What follows belongs to an exercise in optimizing a design on an open flow for small area and a short achievable clock period; a production flow would make more cautious choices.
Only simulation tests tie the RTL to the original design; equivalence was not proved.

**run.sh**
```bash
#!/bin/bash
# synth_recipe.tcl (not shown) runs the flow's synth.tcl, then flattens the netlist and writes it again
# the make line also repeats each setting of config.mk as NAME=value (left out here)
make -C /OpenROAD-flow-scripts/flow DESIGN_CONFIG=/design/flow/config.mk WORK_HOME=/design/flow/orfs CLKGATE_MAP_FILE= SYNTH_SCRIPT=/design/flow/synth_recipe.tcl finish
```
**config.mk**
```make
export PLATFORM = sky130hd
export DESIGN_NAME = param_exp_pipe
export DESIGN_NICKNAME = param_exp_pipe
export VERILOG_FILES = /design/flow/design.v
export SDC_FILE = /design/flow/constraint.sdc
export NUM_CORES = 4
export LEC_CHECK = 0
export CAP_MARGIN = 20
export CORE_MARGIN = 2
export CORE_UTILIZATION = 40
export SLEW_MARGIN = 20
```
**constraint.sdc**
```tcl
create_clock -name core_clock -period 9.0 [get_ports {clk}]
set_input_delay 1.8000 -clock core_clock [delete_from_list [all_inputs] [get_ports {clk}]]
set_output_delay 1.8000 -clock core_clock [all_outputs]
set_load 0.01 [all_outputs]
```
**design.v**
```verilog
`timescale 1ns/1ps
module param_exp_pipe #( 
  parameter
  LATENCY = 3,
  MAX_INPUT_VALUE = 99  
)(
  input clk, rst_n,
  input [6:0] i_data,  
  input i_valid,       
  output o_valid,      
  output [63:0] o_data  
);
  wire [63:0] pow [0:LATENCY-1]; 
  reg  [63:0] r_pow [0:LATENCY-1];
  reg  [LATENCY-1:0]  r_valid;
  assign o_valid = r_valid[LATENCY-1];
  assign o_data  = r_pow[LATENCY-1];
  always@(posedge clk or negedge rst_n) begin
    if(!rst_n) begin
      r_valid <= {LATENCY{1'b0}};
    end else
      r_valid <= {r_valid [LATENCY-2:0],i_valid};
  end
  assign pow[0] = i_data*i_data;  
  genvar i;
  generate 
    for(i=1;i<LATENCY;i=i+1) begin : pow_gen
      assign pow[i] = r_pow[i-1] * r_pow[i-1];
    end
  endgenerate
  integer j,k;
  always@(posedge clk or negedge rst_n) begin
    if(!rst_n) begin
      for(j=0; j<LATENCY; j=j+1)
        r_pow[j] <= 'b0;
    end else begin
      for(k=0; k<LATENCY; k=k+1)
        r_pow[k] <= pow[k];
    end
  end
endmodule
```
==> results.ini <==
[grt]
grt_max_degree=61
grt_overflow_total=0
groute.usage.overall_pct=18.38
first_global_vias=22270
antenna_found_initial=1
grt_pass1_wl_um=113800

[critical_path]
crit_start=r_pow[1][12]
cpPeakStageDelay_ns=0.54
reg2reg_depth=28
required_ns=9.27
critical_path.most_common_cell=fa_1
r2r-start=r_pow[1][12]
endpoint=r_pow[2][44]
end_kind=flip-flop
rrSetupSlack_ns=0.43
worstPathArrival_ns=8.84
criticalPathCategory=flip-flop to flip-flop
reg2reg_to=r_pow[2][44]
start_kind=flip-flop
path_max_fanout=9
slowest_stage=fa_1

[routing]
drt_iter0_drc=765
drc=0
routed_via_density=4.810
routedWlPerCell_um=15.94
drt_pass1_iterations=6
vias=20780
ant_nets=0
routed_wl_um=68840

[run_status]
status=no timing/DRC/antenna violations

[floorplan]
die-area_mm2=0.07910
coreArea_mm2=0.07608
die_y_um=281.3
start_util_pct=40.42
rows=101
io_pins=75
die_w_um=281.3

[synth]
async_flop_share_pct=100.0
synth_area_mm2=0.03075
ys_warn_count=2
synth_cells=3253
avgSynthCellArea_um2=9.452
synth-seq-cells=99
synth_cell_types=57
ys_seq_area_share_pct=8.057
synth_edf_count=0
ys.flop_type=dfrtp_1

[placed_design]
post-dp-hpwl_um=59950
place.gp.congestion=0.8622
portBuffers=67

[clock_network]
tritoncts=yes
cts-root-buf=clkbuf_16
cts_sinks=99
clockBufferDepth=2
cts_inserted_buffers=9
postCtsSetupBuffers=0
cts_max_level=3
clk_pin_slew_ns=0.08
clock_latency_ns=0.40

[layout]
fill_cells=7624
ff_latch_area_mm2=0.002480
n_antenna_cell=0
fin_nets=4421
multi_input_area_mm2=0.02445
drive_above_1_share_pct=2.492
area_growth_pct=7.284

[sta]
fmax_ghz=0.1167
rsz0062_at_grt=false
min_period_ns=8.566
drv_slew=0
worst_slew_pin_slew_ns=0.8265
setup_viol=0
max-slew-margin-rel_pct=44.90
timing.final.hold_violations=0
period_share_pct=95.17
finClkSkew_ns=0.01836
tns_ns=0

[min_path]
hold_class=flip-flop to flip-flop

[flow_run]
max_cap_violations=0

cells in the mapped netlist (all sizes together) (16+ instances only):
master	n	area [um2]
clkbuf	90	337.8
inv	915	3435
and2	188	1176
nand4	19	118.9
nor2b	16	100.1
dfrtp	99	2477
o21ai	38	193.9
fa	615	12310
ha	511	6394
o21bai	23	172.7
nor3	17	85.08
a21o	29	217.7
nand2	248	930.9
nand3	17	85.08
and3	16	100.1
xor2	25	219.0
xnor2	77	674.4
nor2	94	352.8
a21oi	97	485.5
registers in the layout (all words and copies together) (netlist names):
signal / cells
r_pow: 96
r_valid: 3
how the worst min path moves through the flow:
stage | start | endpoint | slack, ns | cells after the start
6_report | r_valid[1] | r_valid[2] | 0.37 | 0
3_5_place_dp | r_valid[1] | r_valid[2] | 0.34 | 0
3_3_place_gp | r_valid[1] | r_valid[2] | 0.36 | 0
2_1_floorplan | r_valid[0] | r_valid[1] | 0.33 | 0
4_1_cts | r_valid[1] | r_valid[2] | 0.38 | 0
5_1_grt | r_valid[1] | r_valid[2] | 0.40 | 0
logic make-up after synthesis:
group	Yosys count	synth area share (%)
adders and majority gates	1126	60.84
buffers and inverters	1020	12.55
and+or+nand+nor	651	10.36
AOI/OAI and AO/OA	250	5.140
xor gates and xnor gates	102	2.906
DFF	99	8.057
muxes	4	0.1384
other	1	0.01220
critical path, delay by kind of cell (launching register included):
family                   cells  cell delay, ns
adder cells (fa/ha/maj)     11            4.88
AO/OA/AOI/OAI                6            1.71
XOR/XNOR                     1            0.14
buffers and inverters        7            0.68
AND/OR/NAND/NOR              3            0.68
flip-flops                   1            0.36
layout by cell type, fill, tap and decap left out, types with 10 or more instances in the layout:
master,n
nor2_1,94
o21bai_1,23
nor3_1,17
o21a_1,12
and3_1,16
fa_1,615
clkdlybuf4s50_1,66
dfrtp_1,97
xnor2_1,77
o21ai_0,36
ha_1,511
a21oi_1,97
nand4_1,19
a21o_1,29
and2_1,188
nand2b_1,10
xor2_1,25
nand2_1,248
nand3_1,17
buf_4,49
nor2b_1,16
inv_1,915
metrics by stage:
step | setup slack, ns | area [um2] | std cells | util [%] | hold WS, ns
2_1_floorplan | 1.016 | 30770 | 3259 | - | 0.3312
3_3_place_gp | 0.2588 | 32680 | 4304 | 42.96 | 0.3595
3_5_place_dp | 0.1045 | 32680 | 4304 | 42.96 | 0.3411
4_1_cts | 0.1044 | 32970 | 4320 | 43.33 | 0.3760
5_1_grt | 0.02744 | 32990 | 4320 | 43.36 | 0.3952
6_report | 0.4343 | 32990 | 4320 | 43.36 | 0.3702
repair_timing:
action | in CTS | in global routing
resized for setup | 0 | 5
hold buffers | 0 | 0
endpoints found under the setup margin | 0 | 9
area by class of cell:
class | instances | area share (%)
inverters | 920 | 10.47
repair buffers | 115 | 3.118
clock buffers | 10 | 0.6941
well taps | 1030 | 3.907
clock inverters | 6 | 0.1707
multi-input cells | 2140 | 74.12
flip-flops and latches | 99 | 7.518
per-layer routing:
| layer | wire length [um] | GRT usage [%] |
|---|---|---|
| met1 | 29500 | 23.54 |
| met2 | 35420 | 32.64 |
| met3 | 2311 | 2.444 |
| met4 | 1598 | 4.678 |
| met5 | 13 | 0 |

re-timing with driven ports:
How much do the figures lean on ideal ports? The routed layout below was timed once more, with nothing changed but the port constraints.
Step 1, drivers: a clkbuf_16 drives clk and a buf_2 each remaining input, both assumed.
Step 2 adds t to the input delays and takes it off the output delays; t is the mean of the earliest and latest rising clock arrival at the registers after step 1. Input paths then give back, and output paths get back, about the clock's delay inside the block.
Slacks: no drivers / after step 1 / after step 2; pairs: no drivers / after step 1.
t, ns: 0.457
setup WS [ns]: 0.434 / 0.434 / 0.434
hold WS [ns]: 0.370 / 0.370 / 0.370
worst setup path after step 2: register to register
After both steps this run still meets setup and hold. For this run, drivers alone change the setup slack by 0.000 ns; drivers and shift together by 0.000 ns.
